This is an optimization exercise on Yosys and OpenROAD, whose aim is small area and a short achievable clock period, not a production implementation.
Only simulation tests tie the RTL to the original design; equivalence was not proved.
Power is estimated from default activity; no workload was simulated.

[design/flow/config.mk]
export PLATFORM = sky130hd
export DESIGN_NAME = Risc_32_bit
export DESIGN_NICKNAME = Risc_32_bit
export VERILOG_FILES = /design/flow/design.v
export SDC_FILE = /design/flow/constraint.sdc
export NUM_CORES = 4
export LEC_CHECK = 0
export CAP_MARGIN = 20
export CORE_MARGIN = 2
export CORE_UTILIZATION = 45
export SETUP_SLACK_MARGIN = 5
export SLEW_MARGIN = 20
[design/flow/constraint.sdc]
create_clock -name core_clock -period 8.5 [get_ports {clk}]
set_input_delay 1.7000 -clock core_clock [delete_from_list [all_inputs] [get_ports {clk}]]
set_output_delay 1.7000 -clock core_clock [all_outputs]
set_load 0.01 [all_outputs]
[design/flow/design.v]
module Risc_32_bit
(
  input         clk       ,
  input         rst_n     ,
  output [31:0] imem_addr ,
  input  [31:0] imem_rdata,
  output [31:0] dmem_addr ,
  output [31:0] dmem_wdata,
  output        dmem_we   ,
  input  [31:0] dmem_rdata
);
  integer k;
  reg  [31:0] pc;                  
  reg  [1:0]  cnt0;                
  reg         cnt1;                
  reg         stall;               
  reg  [31:0] imem_q;              
  reg  [31:0] id_inst;             
  reg  [31:0] id_pc;
  reg  [3:0]  r1lo, r2lo;          
  reg  [7:0]  r1hi, r2hi;          
  reg         bypA, bypB;          
  reg         fwdA, fwdB;          
  reg         cnt_en1;             
  reg  [31:0] ex_a, ex_b, ex_fb;
  reg  [31:0] ex_pc;
  reg         ex_cin, ex_sum, ex_slt, ex_sltu, ex_xor, ex_or, ex_and;
  reg         ex_srl, ex_sll, ex_sra;
  reg         ex_memrw, ex_regwen;
  reg  [1:0]  ex_wbsel;
  reg  [4:0]  ex_rd;
  reg  [7:0]  ex_eqg, ex_ltg;      
  reg  [4:0]  ex_sh;               
  reg  [4:0]  ex_am;               
  reg  [31:0] mem_alu, mem_x;
  reg         mem_memrw, mem_regwen;
  reg  [1:0]  mem_wbsel;
  reg  [4:0]  mem_rd;
  reg  [31:0] wb_data;
  reg         wb_regwen;
  reg  [4:0]  wb_rd;
  wire [6:0] op = id_inst[6:0];
  wire [2:0] f3 = id_inst[14:12];
  wire [6:0] f7 = id_inst[31:25];
  wire opR  = (op == 7'b0110011);
  wire opI  = (op == 7'b0010011);
  wire opL  = (op == 7'b0000011);
  wire opS  = (op == 7'b0100011);
  wire opB  = (op == 7'b1100011);
  wire opJR = (op == 7'b1100111);
  wire opJ  = (op == 7'b1101111);
  wire opU  = (op == 7'b0010111);
  wire f7z  = (f7 == 7'b0000000);
  wire f7s  = (f7 == 7'b0100000);
  wire r_add  = opR & (f3 == 3'd0) & f7z;
  wire r_sub  = opR & (f3 == 3'd0) & f7s;
  wire r_sll  = opR & (f3 == 3'd1);
  wire r_slt  = opR & (f3 == 3'd2);
  wire r_sltu = opR & (f3 == 3'd3);
  wire r_xor  = opR & (f3 == 3'd4);
  wire r_srl  = opR & (f3 == 3'd5) & f7z;
  wire r_sra  = opR & (f3 == 3'd5) & f7s;
  wire r_or   = opR & (f3 == 3'd6);
  wire r_and  = opR & (f3 == 3'd7);
  wire r_val  = r_add | r_sub | r_sll | r_slt | r_sltu | r_xor | r_srl | r_sra | r_or | r_and;
  wire b_beq  = opB & (f3 == 3'd0);
  wire b_bne  = opB & (f3 == 3'd1);
  wire b_blt  = opB & (f3 == 3'd4);
  wire b_bltu = opB & (f3 == 3'd5);
  wire b_val  = b_beq | b_bne | b_blt | b_bltu;
  wire isj    = opJR | opJ;
  wire asel   = b_val | opJ | opU;
  wire bsel   = opI | opL | opS | b_val | isj | opU;
  wire addop  = r_add | bsel;
  wire cin    = r_sub | r_slt | r_sltu;
  wire regwen = r_val | opI | opL | isj | opU;
  wire [1:0] wbsel = isj ? 2'd2 : (r_val | opI | opU) ? 2'd1 : 2'd0;
  wire [31:0] i = id_inst;
  wire [31:0] imm = opS ? {{20{i[31]}}, i[31:25], i[11:7]} :
                    b_val ? {{20{i[31]}}, i[7], i[30:25], i[11:8], 1'b0} :
                    opJ ? {{12{i[31]}}, i[19:12], i[20], i[30:21], 1'b0} :
                    opU ? {i[31:12], 12'b0} :
                          {{20{i[31]}}, i[31:20]};
  wire [4:0] rs1 = id_inst[19:15];
  wire [4:0] rs2 = id_inst[24:20];
  wire [4:0] rd  = id_inst[11:7];
  wire [31:0] wr_d = wb_data & {32{rst_n}};
  reg  [31:0] rf [1:31];
  always @(posedge clk) begin
    for (k = 1; k < 32; k = k + 1)
      if (~rst_n | (wb_regwen & (wb_rd == k))) rf[k] <= wr_d;
  end
  reg [31:0] rdA, rdB;
  always @(*) begin
    rdA = 32'd0;
    rdB = 32'd0;
    for (k = 1; k < 32; k = k + 1) begin
      rdA = rdA | ({32{r1lo[k%4] & r1hi[k/4]}} & rf[k]);
      rdB = rdB | ({32{r2lo[k%4] & r2hi[k/4]}} & rf[k]);
    end
  end
  wire [31:0] dataA = bypA ? wb_data : rdA;
  wire [31:0] dataB = bypB ? wb_data : rdB;    
  wire [31:0] dout = mem_memrw ? 32'd0 : dmem_rdata;
  wire [31:0] mem_wbdata = (mem_wbsel == 2'd0) ? dout :
                           (mem_wbsel == 2'd1) ? mem_alu :
                           (mem_wbsel == 2'd2) ? (mem_x + 32'd1) : 32'd0;
  wire [31:0] fa = fwdA ? mem_wbdata : dataA;
  wire [31:0] fb = fwdB ? mem_wbdata : dataB;
  reg  [31:0] fa_rev;
  always @(*) for (k = 0; k < 32; k = k + 1) fa_rev[k] = fa[31-k];
  wire [31:0] cmpA = {dataA[31] ^ ~b_bltu, dataA[30:0]};
  wire [31:0] cmpB = {dataB[31] ^ ~b_bltu, dataB[30:0]};
  reg  [7:0] eqg, ltg;
  always @(*) begin
    for (k = 0; k < 8; k = k + 1) begin
      eqg[k] = (cmpA[4*k +: 4] == cmpB[4*k +: 4]);
      ltg[k] = (cmpA[4*k +: 4] <  cmpB[4*k +: 4]);
    end
  end
  always @(posedge clk) begin
    ex_a      <= asel ? id_pc : (r_sll ? fa_rev : fa);
    ex_b      <= bsel ? imm : (cin ? ~fb : fb);
    ex_fb     <= fb;       
    ex_pc     <= id_pc;
    ex_cin    <= cin;
    ex_sum    <= addop | r_sub;
    ex_slt    <= r_slt;
    ex_sltu   <= r_sltu;
    ex_xor    <= r_xor;
    ex_or     <= r_or;
    ex_and    <= r_and;
    ex_srl    <= r_srl | r_sra;
    ex_sll    <= r_sll;
    ex_sra    <= r_sra;
    ex_memrw  <= opS;
    ex_regwen <= regwen;
    ex_wbsel  <= wbsel;
    ex_rd     <= rd;
    ex_eqg    <= eqg;
    ex_ltg    <= ltg;
    ex_sh     <= fb[4:0];
    ex_am     <= fa[4:0];
  end
  wire [31:0] A = ex_a;
  wire [31:0] B = ex_b;
  reg  [31:0] pg_g, pg_p, pg_gn, pg_pn;
  reg  [32:0] cy;
  integer l;
  always @(*) begin
    pg_g = A & B;
    pg_p = A ^ B;
    pg_g[0] = pg_g[0] | (pg_p[0] & ex_cin);
    for (l = 0; l < 5; l = l + 1) begin
      pg_gn = pg_g;
      pg_pn = pg_p;
      for (k = 0; k < 32; k = k + 1)
        if (((k >> l) & 1) == 1) begin
          pg_gn[k] = pg_g[k] | (pg_p[k] & pg_g[((k >> l) << l) - 1]);
          pg_pn[k] = pg_p[k] & pg_p[((k >> l) << l) - 1];
        end
      pg_g = pg_gn;
      pg_p = pg_pn;
    end
    cy[0] = ex_cin;
    for (k = 0; k < 32; k = k + 1) cy[k+1] = pg_g[k];
  end
  wire [32:0] sum = {cy[32], (A ^ B) ^ cy[31:0]};
  wire lt_s = (A[31] == B[31]) ? A[31] : sum[31];
  wire lt_u = ~sum[32];
  wire [31:0] shr = A >> ex_sh;
  reg  [31:0] shl, mask;
  always @(*) begin
    for (k = 0; k < 32; k = k + 1) begin
      shl[k]  = shr[31-k];
      mask[k] = ((31 - k) < ex_am);
    end
  end
  wire [31:0] alu = ({32{ex_sum}} & sum[31:0])
                  | {31'd0, (ex_slt & lt_s) | (ex_sltu & lt_u)}
                  | ({32{ex_xor}} & (A ^ B))
                  | ({32{ex_or}}  & (A | B))
                  | ({32{ex_and}} & (A & B))
                  | ({32{ex_srl}} & shr)
                  | ({32{ex_sll}} & shl)
                  | ({32{ex_sra & A[31]}} & mask);
  wire isbj    = opB | opJR;
  wire pcwrite = ~stall;
  wire [1:0] cnt0_n = isbj ? ((cnt0 < 2'd2) ? cnt0 + 2'd1 : 2'd0) : 2'd0;
  wire       cnt1_n = cnt_en1 & ~cnt1;
  wire [6:0] op_n   = imem_rdata[6:0];
  wire [4:0] rs1_n  = imem_rdata[19:15];
  wire [4:0] rs2_n  = imem_rdata[24:20];
  wire rs2v_n = ~((op_n == 7'b0010011) | (op_n == 7'b0000011) | (op_n == 7'b1100111) |
                  (op_n == 7'b1101111) | (op_n == 7'b0010111));
  wire bypA_n = ~mem_regwen & (rs1_n == mem_rd) & (rs1_n != 5'd0);
  wire bypB_n = ~mem_regwen & (rs2_n == mem_rd) & (rs2_n != 5'd0) & rs2v_n;
  wire fok_n  = ex_regwen & ~opS & (ex_rd != 5'd0);
  wire fwdA_n = fok_n & (ex_rd == rs1_n);
  wire fwdB_n = fok_n & rs2v_n & (ex_rd == rs2_n);
  wire cen1_n = ~opS & (rd != 5'd0) & rs2v_n & (rd == rs2_n);
  reg  [3:0] r1lo_n, r2lo_n;
  reg  [7:0] r1hi_n, r2hi_n;
  always @(*) begin
    for (k = 0; k < 4; k = k + 1) begin
      r1lo_n[k] = (rs1_n[1:0] == k);
      r2lo_n[k] = (rs2_n[1:0] == k);
    end
    for (k = 0; k < 8; k = k + 1) begin
      r1hi_n[k] = (rs1_n[4:2] == k);
      r2hi_n[k] = (rs2_n[4:2] == k) & rs2v_n;
    end
  end
  wire       isbj_n = (op_n == 7'b1100011) | (op_n == 7'b1100111);
  wire       stall_n = isbj_n ? ((cnt0_n == 2'd1) | (cnt0_n == 2'd2)) : cnt1_n;
  reg ex_brlt;
  always @(*) begin
    ex_brlt = 1'b0;
    for (k = 0; k < 8; k = k + 1) ex_brlt = ex_ltg[k] | (ex_eqg[k] & ex_brlt);
  end
  wire ex_breq = &ex_eqg;
  wire take    = (b_beq & ex_breq) | (b_bne & ~ex_brlt) | ((b_blt | b_bltu) & ex_brlt);
  wire [31:0] pc_n = pcwrite ? (take ? alu : isj ? 32'd0 : (pc + 32'd1)) : pc;
  assign imem_addr = imem_q;
  always @(posedge clk or negedge rst_n) begin
    if (!rst_n) begin
      pc      <= 32'd0;
      cnt0    <= 2'd0;
      cnt1    <= 1'b0;
      stall   <= 1'b0;
      imem_q  <= 32'd0;
      id_inst <= 32'd0;
      r1lo    <= 4'd0;
      r1hi    <= 8'd0;
      r2lo    <= 4'd0;
      r2hi    <= 8'd0;
      bypA    <= 1'b0;
      bypB    <= 1'b0;
      fwdA    <= 1'b0;
      fwdB    <= 1'b0;
      cnt_en1 <= 1'b0;
    end else begin
      pc      <= pc_n;
      imem_q  <= stall_n ? 32'd0 : pc_n;
      cnt0    <= cnt0_n;
      cnt1    <= cnt1_n;
      stall   <= stall_n;
      id_inst <= imem_rdata;
      r1lo    <= r1lo_n;
      r1hi    <= r1hi_n;
      r2lo    <= r2lo_n;
      r2hi    <= r2hi_n;
      bypA    <= bypA_n;
      bypB    <= bypB_n;
      fwdA    <= fwdA_n;
      fwdB    <= fwdB_n;
      cnt_en1 <= cen1_n;
    end
  end
  always @(posedge clk) id_pc <= imem_addr;
  always @(posedge clk) begin
    mem_alu <= alu;
    mem_x   <= ex_pc;
    wb_data <= mem_wbdata;
  end
  always @(posedge clk or negedge rst_n) begin
    if (!rst_n) begin
      mem_memrw  <= 1'b0;
      mem_regwen <= 1'b0;
      mem_wbsel  <= 2'd0;
      mem_rd     <= 5'd0;
      wb_regwen  <= 1'b0;
      wb_rd      <= 5'd0;
    end else begin
      mem_memrw  <= ex_memrw;
      mem_regwen <= ex_regwen;
      mem_wbsel  <= ex_wbsel;
      mem_rd     <= ex_rd;
      wb_regwen  <= mem_regwen;
      wb_rd      <= mem_rd;
    end
  end
  assign dmem_addr  = mem_alu;
  assign dmem_wdata = ex_fb;
  assign dmem_we    = mem_memrw;
endmodule
[design/flow/run.sh]
#!/bin/bash
# synth_recipe.tcl (not shown) runs the flow's synth.tcl, then flattens the netlist and writes it again
# the make line also repeats each setting of config.mk as NAME=value (left out here)
make -C /OpenROAD-flow-scripts/flow DESIGN_CONFIG=/design/flow/config.mk WORK_HOME=/design/flow/orfs CLKGATE_MAP_FILE= SYNTH_SCRIPT=/design/flow/synth_recipe.tcl finish
==> results of run 1 <==
cell usage in the layout (no fill, tap or decap), types with 35 or more instances in the layout:
cell / netlist / final
clkbuf_16: 0 / 159
a22oi_1: 481 / 478
nand3_1: 109 / 107
nand4_1: 95 / 95
nand2b_1: 45 / 45
ha_1: 98 / 97
mux2_2: 54 / 54
buf_6: 2 / 38
a222oi_1: 170 / 170
and2_1: 109 / 75
o221ai_1: 38 / 35
dfxtp_1: 296 / 256
edfxtp_1: 992 / 992
nor4_1: 42 / 40
o22ai_1: 69 / 66
buf_4: 1 / 197
nor3_1: 58 / 56
a22o_1: 191 / 191
dlygate4sd2_1: 0 / 42
dfrtp_1: 144 / 107
a221oi_1: 116 / 111
nor2_1: 184 / 177
clkdlybuf4s50_1: 0 / 115
mux2i_1: 54 / 49
a21oi_1: 211 / 202
inv_1: 168 / 164
clkbuf_1: 316 / 41
o21ai_0: 168 / 125
nand2_1: 233 / 231
worst max-delay path by stage:
stage	from	end	slack [ns]	cells past startpoint
6_report	ex_b[0]	imem_q[16]	4.80	17
5_1_grt	ex_b[0]	imem_q[8]	4.72	18
4_1_cts	id_inst[1]	ex_a[5]	4.83	7
3_5_place_dp	id_inst[3]	ex_a[6]	4.14	6
3_3_place_gp	id_inst[3]	ex_a[6]	4.19	6
2_1_floorplan	rst_n	rf[12][0]	4.92	2
registers in the layout (all words and copies together), names as in the netlist, 5 cells and up:
signal   flops
id_inst     32
ex_ltg       8
id_pc       32
ex_am        5
ex_rd        5
mem_x       32
wb_rd        5
wb_data     32
ex_eqg       8
mem_alu     32
ex_b        32
mem_rd       5
rf         992
ex_a        32
imem_q      32
r2hi         8
ex_pc       32
r1hi         8
pc          32
ex_fb       28
per-layer routing:
metal	wire length, µm	part of all wire (%)	vias up	GRT usage (%)
met5	94	0.027	-	0.694
met4	28200	8.1	12	27.1
met3	62300	18	1660	20.5
met2	131000	38	6576	59.9
met1	126000	36	28400	62.8
li1	-	-	21300	-
final cells by class:
| type | count | area (µm²) |
|---|---|---|
| Fill cell | 11900 | 65500 |
| Sequential cell | 1432 | 39500 |
| Multi-Input combinational cell | 3149 | 24100 |
| Timing Repair Buffer | 450 | 4680 |
| Clock buffer | 207 | 4220 |
| Tap cell | 1890 | 2360 |
| Clock inverter | 74 | 861 |
| Inverter | 177 | 677 |
| Antenna cell | 14 | 35.0 |
report_power, final:
part | internal (mW) | switching (mW)
clock | 3.85 | 3.03
combinational | 1.14 | 2.11
sequential | 8.12 | 0.701
worst register-to-register path: stages, from the launching register on:
cell and delay [ns]:
dfxtp_4 0.36, fa_2 0.35, inv_2 0.07, fa_2 0.23, nor2b_2 0.05, o31a_1 0.31
o21ai_4 0.26, o21ai_4 0.13, a211oi_4 0.30, fa_1 0.46, o22ai_2 0.17, a221oi_2 0.06
nand2_1 0.11, nor3_1 0.07, buf_4 0.18, o32a_1 0.19, o22ai_1 0.19, and2_1 0.15
stage by stage:
step	cell area [µm²]	hold WS [ns]	total power [mW]
finish	76400	0.321	19.0
global route	76400	0.326	19.3
CTS	75500	0.321	18.6
detailed placement	69000	0.312	11.7
global placement	68900	0.310	11.7
floorplan	64500	0.310	10.1
logic make-up (layout without fill, tap and decap cells):
family                     count (synthesis)  count (layout)  share of synthesized area [%]
xor gates and xnor gates                  57              57                          0.774
muxes                                    149             149                           3.21
buffers and inverters                    574             908                           3.43
other                                      0              14                              0
adders and majority gates                104             104                           2.09
DFF                                     1432            1432                           60.9
and+or+nand+nor                         1038            1038                           8.32
AOI/OAI and AO/OA                       1801            1801                           21.2
what timing repair did:
item                       4_1_cts  5_1_grt
buffers inserted                47       34
gates resized for setup        254      128
setup endpoints to repair      211      112
hold endpoints to repair         0        0
cloned                           8        0
pin swaps                       12       26
==> reports/qor.txt, run 1 <==
Yosys top cell by area: edfxtp_1
Detail Route Antenna Nets: 0
DRT Wirelength: 348 mm
aggregate global routing overflow: 0
Critical Path End Type: register
most numerous cell in the Yosys netlist: edfxtp_1
worst hold path class: reg2reg
Port-buffer cells: 162
CP max stage cell: fa_1
CTS tree: built
Worst Tran Pin Value: 1.16 ns
Worst EP arrival: 4.46 ns
CP max FO: 3
TritonRoute pass-1 iters: 14
site row count: 138
Area Overhead vs Synth: 18.4%
CTS H-tree depth: 4
syn avg cell area: 12.5 µm²
Worst R2R Setup Slack: 4.80 ns
LEAKAGE: 27.6 nW
synthesis-stage register bit count: 1,432
FF-to-FF path depth: 17
Fmax achieved: 0.270 GHz
worst r2r src: ex_b[0]
# DRC: 0
Fin. Hold Viols: 0
Final Skew: 0.0666 ns
synth top area cells: edfxtp_1 (46%), dfxtp_1 (9.2%), a22oi_1 (5.6%), dfrtp_1 (5.6%), a222oi_1 (2.6%)
Clock transition at path regs: 0.06 ns
cts-stage hold buffer count: 0
fin crit period: 3.70 ns
post-synthesis sequential area ratio: 60.9%
Slew Limit Fails: 0
Die Height: 383 µm
Slew headroom: 22.6%
synth cell count leaders: edfxtp_1 (992), a22oi_1 (481), clkbuf_1 (316)
Vias/cell: 7.84
crit path kind: reg2reg
area of the core: 142,000 µm²
Clock Latency Late Sink: 0.83 ns
IO Pins: 163
CTS Root Cell: clkbuf_16
Final Wtd Congestion: 1.03
total negative slack: 0 ns
Bufs and invs on worst path: 2
total die area: 146,000 µm²
detailed placer's ending HPWL: 217 mm
die width: 383 µm
Core Util, Final: 53.8%
post-DR wirelength/cell: 47.1 µm
Non-Filler Instances: 7,393
placed cell count: 7,005
number of synthesized flops with an enable pin: 992
synthesized area: 64,500 µm²
first-pass GRT wire length: 461 mm
max_cap viols: 0
kind of cell adding the most delay to the critical path: compound AO/OA/AOI/OAI gates
worst-case clock buffer depth: 3
Final nets: 5,535
number of global-route vias before repair: 53,000
CP cell instances: fa_2 -> inv_2 -> fa_2 -> nor2b_2 -> o31a_1 -> o21ai_4 -> o21ai_4 -> a211oi_4 -> fa_1 -> o22ai_2 -> a221oi_2 -> nand2_1 -> nor3_1 -> buf_4 -> o32a_1 -> o22ai_1 -> and2_1
r2r endpoint: imem_q[16]
CTS buffer count: 155
CP max stage delay: 0.46 ns
Synthesized Nets: 5,325
Hold Path End: mem_x[13]
starting DRC count in detailed routing: 15,700
Hold Path Origin: ex_pc[13]
Initial Utilization: 45.5%
Post-synth top flop: edfxtp_1
CP startpoint kind: register
Power Density: 248 nW/µm²
Yosys top cell area share: 46.2%
DP Worst Slack: 4.14 ns
Setup-failing EPs final: 0
YS warnings: 2
final setup margin: 4.80 ns
clock sinks: 1,432
CP required: 9.26 ns
share of layout cells above drive strength 1: 16.3%
synth unique cells: 96
outcome: no timing/DRC/antenna violations
initial antenna violation count: 25
FFs w/ async S/R, synth: 10.1%
hold depth: 0
GRT Total Usage: 46.1%
pin count of the biggest net entering global routing: 111
unrepaired setup endpoints after global routing: true
Gate Count Post-Synth: 5,155
via count: 58,000
VDD IR max: 0.206 mV
Tcrit/Tclk final: 43.5%
==> inputs of run 2 (changes only) <==
--- a/design/flow/config.mk
+++ b/design/flow/config.mk
@@ -10,2 +10,5 @@
 export CORE_UTILIZATION = 45
+export CTS_BUF_LIST = sky130_fd_sc_hd__clkbuf_16
+export CTS_CLUSTER_DIAMETER = 100
+export CTS_CLUSTER_SIZE = 20
 export SETUP_SLACK_MARGIN = 5
==> run 2 against run 1 <==
Net effect:
- synthesized cell count unchanged
- combinational power about the same
- count of clock-buffer cells in the layout fell by 125
- flip-flop and latch count did not move
- clock skew is 0.00075 ns lower
- global-route usage decreased by 0.37 points
- design area down 3.6%
- sequential share of layout area grew 1.9 points
==> reports/qor.txt, run 2 <==
worst-case clock buffer depth: 3 (unchanged)
CTS H-tree depth: 3 (-1)
CP required: 9.14 ns (-0.12 ns)
clock sinks: 1,432 (unchanged)
multi-input combinational cell area: 24,100 µm² (about the same)
LEAKAGE: 26.4 nW (-4.5%)
max_cap viols: 0 (unchanged)
WHS: 0.325 ns (+0.00437 ns)
post-synthesis sequential area ratio: 60.9% (unchanged)
Bufs and invs on worst path: 1 (-1)
placed cell count: 7,005 (unchanged)
synth cell count leaders: edfxtp_1 (992), a22oi_1 (481), clkbuf_1 (316)
Worst Tran Pin Value: 1.21 ns (+0.0556 ns)
IO Pins: 163 (unchanged)
initial antenna violation count: 30 (+20%)
starting DRC count in detailed routing: 15,400 (-1.9%)
die width: 383 µm (unchanged)
CP max stage delay: 0.87 ns (+0.41 ns)
CP max FO: 29 (+26)
number of global-route vias before repair: 52,200 (-1.6%)
share of layout cells above drive strength 1: 14.2% (-2.1 points)
Final Skew: 0.0658 ns (-0.000754 ns)
Largest register FFs: 992 (unchanged)
Post-synth top flop: edfxtp_1
Sw Ratio: 32.3% (+1.5 points)
Worst EP arrival: 4.39 ns (-0.07 ns)
CTS tree: built
CTS buffer count: 82 (-47%)
internal power: 11.0 mW (-16%)
Port-buffer cells: 162 (unchanged)
synthesized area: 64,500 µm² (unchanged)
Comb pwr share: 19.8% (+2.7 points)
Initial Utilization: 45.5% (unchanged)
DP Area: 69,000 µm² (unchanged)
Yosys top cell area share: 46.2% (unchanged)
outcome: no timing/DRC/antenna violations
most numerous cell in the Yosys netlist: edfxtp_1
Area Overhead vs Synth: 14.2%
Clock power frac: 26.2% (-10 points)
synthesis-stage register bit count: 1,432 (unchanged)
GRT Total Usage: 45.8% (-0.37 points)
Final Wtd Congestion: 1.03 (unchanged)
CP startpoint kind: register
Yosys top cell by area: edfxtp_1
Psw: 5.27 mW (-9.7%)
worst hold path class: reg2reg
synth top area cells: edfxtp_1 (46%), dfxtp_1 (9.2%), a22oi_1 (5.6%), dfrtp_1 (5.6%), a222oi_1 (2.6%)
number of synthesized flops with an enable pin: 992 (unchanged)
Vias/cell: 7.91 (+0.87%)
FFs w/ async S/R, synth: 10.1% (unchanged)
Post-Layout Inst Area: 73,700 µm² (-3.6%)
area of the core: 142,000 µm² (unchanged)
Synthesized Nets: 5,325 (unchanged)
Die Height: 383 µm (unchanged)
aggregate global routing overflow: 0 (unchanged)
CP max stage cell: and2_2
TritonRoute pass-1 iters: 13 (-1)
commonest non-fill, non-tap cell in the layout: edfxtp_1
DP Worst Slack: 4.14 ns (unchanged)
VDD IR max: 0.212 mV (+3.2%)
first-pass GRT wire length: 457 mm (-0.80%)
kind of cell adding the most delay to the critical path: simple AND/OR/NAND/NOR gates
detailed placer's ending HPWL: 217 mm (unchanged)
Core Util, Final: 51.9% (-1.9 points)
Clock Latency Late Sink: 0.78 ns (-0.05 ns)
pin count of the biggest net entering global routing: 111 (unchanged)
CTS Root Cell: clkbuf_16
Detail Route Antenna Nets: 0 (unchanged)
YS warnings: 2 (unchanged)
Clock transition at path regs: 0.09 ns (+0.03 ns)
commonest non-fill, non-tap cells in the layout: edfxtp_1 (992), a22oi_1 (478), dfxtp_1 (257)
Final nets: 5,458 (-1.4%)
site row count: 138 (unchanged)
via count: 57,400 (-0.94%)
Sequential Power Share: 54.0% (+7.4 points)
Power Density: 221 nW/µm² (-11%)
syn avg cell area: 12.5 µm² (unchanged)
post-DR wirelength/cell: 47.8 µm (+1.5%)
Fin. Hold Viols: 0 (unchanged)
Non-Filler Instances: 7,260 (-1.8%)
Slew Limit Fails: 0 (unchanged)
# DRC: 0 (unchanged)
total negative slack: 0 ns (unchanged)
FF/Latch Area: 39,500 µm² (about the same)
Gate Count Post-Synth: 5,155 (unchanged)
Fmax achieved: 0.267 GHz (-1.4%)
CP cell instances: buf_6 -> and2_2 -> a222oi_1 -> o21ai_0 -> nor2_1 -> nand4_1 -> a2bb2oi_1 -> ha_1 -> and4_1
DRT Wirelength: 347 mm (-0.34%)
fillers: 12,200 (+1.8%)
Tcrit/Tclk final: 44.1% (+0.60 points)
Setup-failing EPs final: 0 (unchanged)
Slew headroom: 18.9% (-3.7 points)
Largest Register: rf
overall power: 16.3 mW (-14%)
unrepaired setup endpoints after global routing: true
Critical Path End Type: register
final setup margin: 4.75 ns (-0.0514 ns)
synth unique cells: 96 (unchanged)
total die area: 146,000 µm² (unchanged)
crit path kind: reg2reg
fin crit period: 3.75 ns (+0.0514 ns)
run 2: power by group through the flow:
stage / logic, mW / registers, mW / clock network (mW)
3_3_place_gp: 2.80 / 8.91 / 0
2_1_floorplan: 1.56 / 8.53 / 0
6_report: 3.23 / 8.81 / 4.27
4_1_cts: 2.99 / 8.74 / 4.25
5_1_grt: 3.30 / 8.81 / 4.47
3_5_place_dp: 2.80 / 8.89 / 0
run 2: final timing paths:
path / startpoint / endpoint / slack [ns] / cells past startpoint
setup / recovery: r1lo[3] / ex_eqg[3] / 4.75 / 9
hold / removal: ex_pc[1] / mem_x[1] / 0.33 / 0
setup reg to reg: r1lo[3] / ex_eqg[3] / 4.75 / 9
hold reg to reg: ex_pc[1] / mem_x[1] / 0.33 / 0
max in group asynchronous: rst_n / imem_q[16] / 5.77 / 3
min in group asynchronous: rst_n / id_inst[31] / 0.90 / 1
run 2: area by class of cell:
class	instances	area share, %
Sequential cell	1432	53.6
Multi-Input combinational cell	3149	32.7
Timing Repair Buffer	446	6.23
Tap cell	1890	3.21
Clock buffer	82	2.78
Inverter	177	0.919
Clock inverter	62	0.511
Antenna cell	22	0.0747
run 2: kinds of logic (layout without fill, tap and decap cells):
logic type | count (synthesis) | count (layout) | synth area share, %
AOI/OAI and AO/OA | 1801 | 1801 | 21.2
DFF | 1432 | 1432 | 60.9
and+or+nand+nor | 1038 | 1038 | 8.32
buffers and inverters | 574 | 767 | 3.43
muxes | 149 | 149 | 3.21
adders and majority gates | 104 | 104 | 2.09
xor gates and xnor gates | 57 | 57 | 0.774
other | 0 | 22 | 0
run 2: routing by layer:
metal  vias up  wire (µm)  track usage (%)
li1      21100          -                -
met1     28200     127000             61.7
met2      6393     130000             59.4
met3      1671      60600             21.0
met4        22      28300             27.4
met5         -        207                0
run 2: timing repair:
item	4_1_cts	5_1_grt
pin swaps	13	26
setup endpoints to repair	204	103
gates resized for setup	232	119
setup buffers	46	33
cloned	7	2
hold buffers	0	0
==> inputs of run 3 (changes only) <==
--- a/design/flow/design.v
+++ b/design/flow/design.v
@@ -178,10 +178,14 @@
   end
-  wire [31:0] alu = ({32{ex_sum}} & sum[31:0])
-                  | {31'd0, (ex_slt & lt_s) | (ex_sltu & lt_u)}
-                  | ({32{ex_xor}} & (A ^ B))
-                  | ({32{ex_or}}  & (A | B))
-                  | ({32{ex_and}} & (A & B))
-                  | ({32{ex_srl}} & shr)
-                  | ({32{ex_sll}} & shl)
-                  | ({32{ex_sra & A[31]}} & mask);
+  wire [31:0] ax   = A ^ B;
+  wire [31:0] rest = ({32{ex_xor}} & ax)
+                   | ({32{ex_or}}  & (A | B))
+                   | ({32{ex_and}} & (A & B))
+                   | ({32{ex_srl}} & shr)
+                   | ({32{ex_sll}} & shl)
+                   | ({32{ex_sra & A[31]}} & mask);
+  wire [31:0] r0   = ({32{ex_sum}} &  ax) | rest;
+  wire [31:0] r1   = ({32{ex_sum}} & ~ax) | rest;
+  reg  [31:0] alu_s;
+  always @(*) for (k = 0; k < 32; k = k + 1) alu_s[k] = cy[k] ? r1[k] : r0[k];
+  wire [31:0] alu = alu_s | {31'd0, (ex_slt & lt_s) | (ex_sltu & lt_u)};
   wire isbj    = opB | opJR;
==> run 3 against run 2 <==
Net effect:
- critical path depth grew 4
- critical endpoint is now ex_ltg[6]
- critical path type unchanged
- count of clock-buffer cells in the layout grew 2
- sequential share of layout area shrank 0.086 points
- worst setup slack gained 0.081 ns
- highest routed layer unchanged
- global-route usage grew 1.8 points
- largest cell class unchanged
==> reports/qor.txt, run 3 <==
outcome: no timing/DRC/antenna violations
number of global-route vias before repair: 53,300 (+2.0%)
FFs w/ async S/R, synth: 10.1% (unchanged)
CP cell instances: buf_4 -> buf_6 -> and2_2 -> buf_6 -> a22oi_1 -> and3_1 -> a41oi_2 -> inv_1 -> ha_1 -> nor2b_1 -> o21ai_0 -> nand2b_1 -> a21oi_1
Detail Route Antenna Nets: 0 (unchanged)
Clock transition at path regs: 0.09 ns (about the same)
Clock Latency Late Sink: 0.77 ns (about the same)
r2r endpoint: ex_ltg[6]
Slew headroom: 20.6% (+1.7 points)
Comb pwr share: 20.5% (+0.7 points)
Yosys top cell area share: 45.9% (-0.23 points)
Post-Layout Inst Area: 73,800 µm² (about the same)
initial antenna violation count: 33 (+10%)
die width: 384 µm (+0.24%)
Sequential Power Share: 53.7% (-0.3 points)
CTS buffer count: 81 (-1.2%)
Final Skew: 0.0654 ns (-0.000450 ns)
Port-buffer cells: 162 (unchanged)
CP required: 9.14 ns (about the same)
YS warnings: 2 (unchanged)
fin crit period: 3.67 ns (-0.0814 ns)
post-synthesis sequential area ratio: 60.6% (-0.30 points)
commonest non-fill, non-tap cells in the layout: edfxtp_1 (992), a22oi_1 (429), dfxtp_1 (273)
area of the core: 143,000 µm² (+0.97%)
Clock power frac: 25.8% (-0.4 points)
synth top area cells: edfxtp_1 (46%), dfxtp_1 (9.1%), dfrtp_1 (5.6%), a22oi_1 (5.0%), a22o_1 (3.5%)
Final Wtd Congestion: 1.04 (+1.4%)
Worst EP arrival: 4.31 ns (-0.08 ns)
Tcrit/Tclk final: 43.2% (-0.96 points)
clock sinks: 1,432 (unchanged)
Vias/cell: 8.14 (+2.9%)
site row count: 139 (+0.72%)
overall power: 16.3 mW (about the same)
FF-to-FF path depth: 13 (+4)
CTS tree: built
CP startpoint kind: register
Non-Filler Instances: 7,297 (+0.51%)
Synthesized Nets: 5,356 (+0.58%)
Initial Utilization: 45.2% (-0.21 points)
cts-stage hold buffer count: 0 (unchanged)
total negative slack: 0 ns (unchanged)
# DRC: 0 (unchanged)
Fmax achieved: 0.273 GHz (+2.2%)
Hold Path Origin: ex_pc[18]
Setup-failing EPs final: 0 (unchanged)
most numerous cell in the Yosys netlist: edfxtp_1
CP max stage cell: a41oi_2
DP Worst Slack: 4.13 ns (-0.0126 ns)
pin count of the biggest net entering global routing: 58 (-48%)
DRT Wirelength: 362 mm (+4.5%)
LEAKAGE: 26.7 nW (+1.4%)
VDD IR max: 0.155 mV (-27%)
Largest register FFs: 992 (unchanged)
first-pass GRT wire length: 473 mm (+3.4%)
Worst Tran Pin Value: 1.19 ns (-0.0205 ns)
CP most frequent cell: buf_6
final setup margin: 4.83 ns (+0.0814 ns)
commonest non-fill, non-tap cell in the layout: edfxtp_1
Gate Count Post-Synth: 5,192 (+0.72%)
Die Height: 384 µm (+0.24%)
Area Overhead vs Synth: 13.8%
Core Util, Final: 51.5% (-0.45 points)
DP Area: 69,300 µm² (+0.43%)
detailed placer's ending HPWL: 226 mm (+4.1%)
synth unique cells: 87 (-9.4%)
aggregate global routing overflow: 0 (unchanged)
Worst R2R Setup Slack: 4.83 ns (+0.08 ns)
syn avg cell area: 12.5 µm² (-0.22%)
Yosys top cell by area: edfxtp_1
Fin. Hold Viols: 0 (unchanged)
CTS H-tree depth: 3 (unchanged)
internal power: 11.0 mW (-0.40%)
crit path kind: reg2reg
synth cell count leaders: edfxtp_1 (992), a22oi_1 (433), clkbuf_1 (319)
Slew Limit Fails: 0 (unchanged)
Post-synth top flop: edfxtp_1
synthesized area: 64,800 µm² (+0.49%)
Final nets: 5,462 (+0.073%)
synthesis-stage register bit count: 1,432 (unchanged)
Largest Register: rf
CTS Root Cell: clkbuf_16
placed cell count: 7,054 (+0.70%)
WHS: 0.320 ns (-0.00474 ns)
Power Density: 221 nW/µm² (-0.18%)
CP max stage delay: 0.45 ns (-0.42 ns)
worst r2r src: r1lo[3]
share of layout cells above drive strength 1: 13.5% (-0.62 points)
hold depth: 0 (unchanged)
via count: 59,400 (+3.5%)
unrepaired setup endpoints after global routing: true
CP max FO: 19 (-34%)
GRT Total Usage: 47.6% (+1.8 points)
total die area: 147,000 µm² (+0.49%)
Hold Path End: mem_x[18]
IO Pins: 163 (unchanged)
Sw Ratio: 32.5% (+0.21 points)
worst-case clock buffer depth: 3 (unchanged)
starting DRC count in detailed routing: 16,100 (+4.7%)
worst hold path class: reg2reg
number of synthesized flops with an enable pin: 992 (unchanged)
max_cap viols: 0 (unchanged)
post-DR wirelength/cell: 49.7 µm (+3.9%)
Psw: 5.30 mW (+0.56%)
Critical Path End Type: register
TritonRoute pass-1 iters: 19 (+6)
run 3: repair_timing:
item,in CTS,in global routing
pin swaps,7,11
buffers inserted,34,18
resized for setup,247,149
gates cloned,8,1
endpoints found under the setup margin,194,988
run 3: how the worst max path moves through the flow:
stage	endpoint	slack, ns	depth (start not counted)	from
floorplan	rf[12][0]	4.92	2	rst_n
global placement	ex_b[27]	4.18	10	r2hi[2]
detailed placement	ex_ltg[4]	4.13	13	r1hi[3]
CTS	imem_q[14]	4.95	10	ex_a[4]
global route	imem_q[15]	4.93	10	ex_a[11]
finish	ex_ltg[6]	4.83	13	r1lo[3]
run 3: final cells by class:
class,instances,area [µm²]
multi-input cells,3167,24400
fillers,12400,69500
diodes,38,95.1
clock inverters,57,235
flip-flops and latches,1432,39400
well taps,1903,2380
repair buffers,431,4370
inverters,185,712
clock buffers,84,2100
run 3: kinds of logic (layout without fill, tap and decap cells):
logic type | count (synthesis) | in the layout | share of synthesized area [%]
muxes | 143 | 143 | 2.82
AOI/OAI and AO/OA | 1761 | 1761 | 21.1
buffers and inverters | 593 | 757 | 3.54
adders and majority gates | 98 | 98 | 1.89
other | 0 | 38 | 0
xor gates and xnor gates | 76 | 76 | 1.03
DFF | 1432 | 1432 | 60.6
and+or+nand+nor | 1089 | 1089 | 8.94
run 3: critical path: cells and delay by family (launching register included):
family,cells,cell delay (ns)
buffers and inverters,4,1.38
and+or+nand+nor,4,0.82
AOI/OAI and AO/OA,4,0.74
DFF,1,0.33
adders and majority gates,1,0.25
run 3: layer usage:
layer	vias up	part of all wire, %	global-route usage (%)
met1	28900	35	62.0
met4	32	8.7	28.9
li1	21200	-	-
met2	7178	37	61.4
met3	2117	18	25.0
met5	-	0.092	1.04
run 3: power groups by stage:
stage | combinational (mW) | clock [mW] | sequential, mW
after floorplan | 1.60 | 0 | 8.49
after CTS | 3.07 | 4.16 | 8.68
after global placement | 2.89 | 0 | 8.85
final | 3.34 | 4.20 | 8.75
after global routing | 3.39 | 4.40 | 8.75
after detailed placement | 2.89 | 0 | 8.83

==> port drivers added, routing unchanged <==
In the flow no input, the clock included, has a driving cell. The finished layouts below were timed again as built, in two steps. Step 1 sets driving cells, clkbuf_16 on the clock port and buf_2 on the other inputs (assumed; they add their load-dependent delay and slew). Step 2 adds t to the input delays and takes it off the output delays; t is the mean of the earliest and latest rising clock arrival at the registers after step 1. Input paths then give back, and output paths get back, about the clock's delay inside the block. Three values: no drivers, after step 1, after step 2; two values: the first two.
| run | t, ns | setup slack, ns | worst setup path at the end | worst register clock-pin slew, ns | pins driven straight from the clock port |
|---|---|---|---|---|---|
| run 1 | 0.893 | 4.802 / 4.802 / 4.194 | input to register | 0.07 / 0.07 | 1 |
| run 2 | 0.852 | 4.750 / 4.750 / 4.386 | input to register | 0.12 / 0.12 | 1 |
| run 3 | 0.822 | 4.832 / 4.832 / 4.277 | input to register | 0.10 / 0.10 | 1 |
After both steps every run listed still meets setup and hold. The setup slack of run 1, which loses most, moves by 0.000 ns with the drivers and by -0.608 ns with both steps.
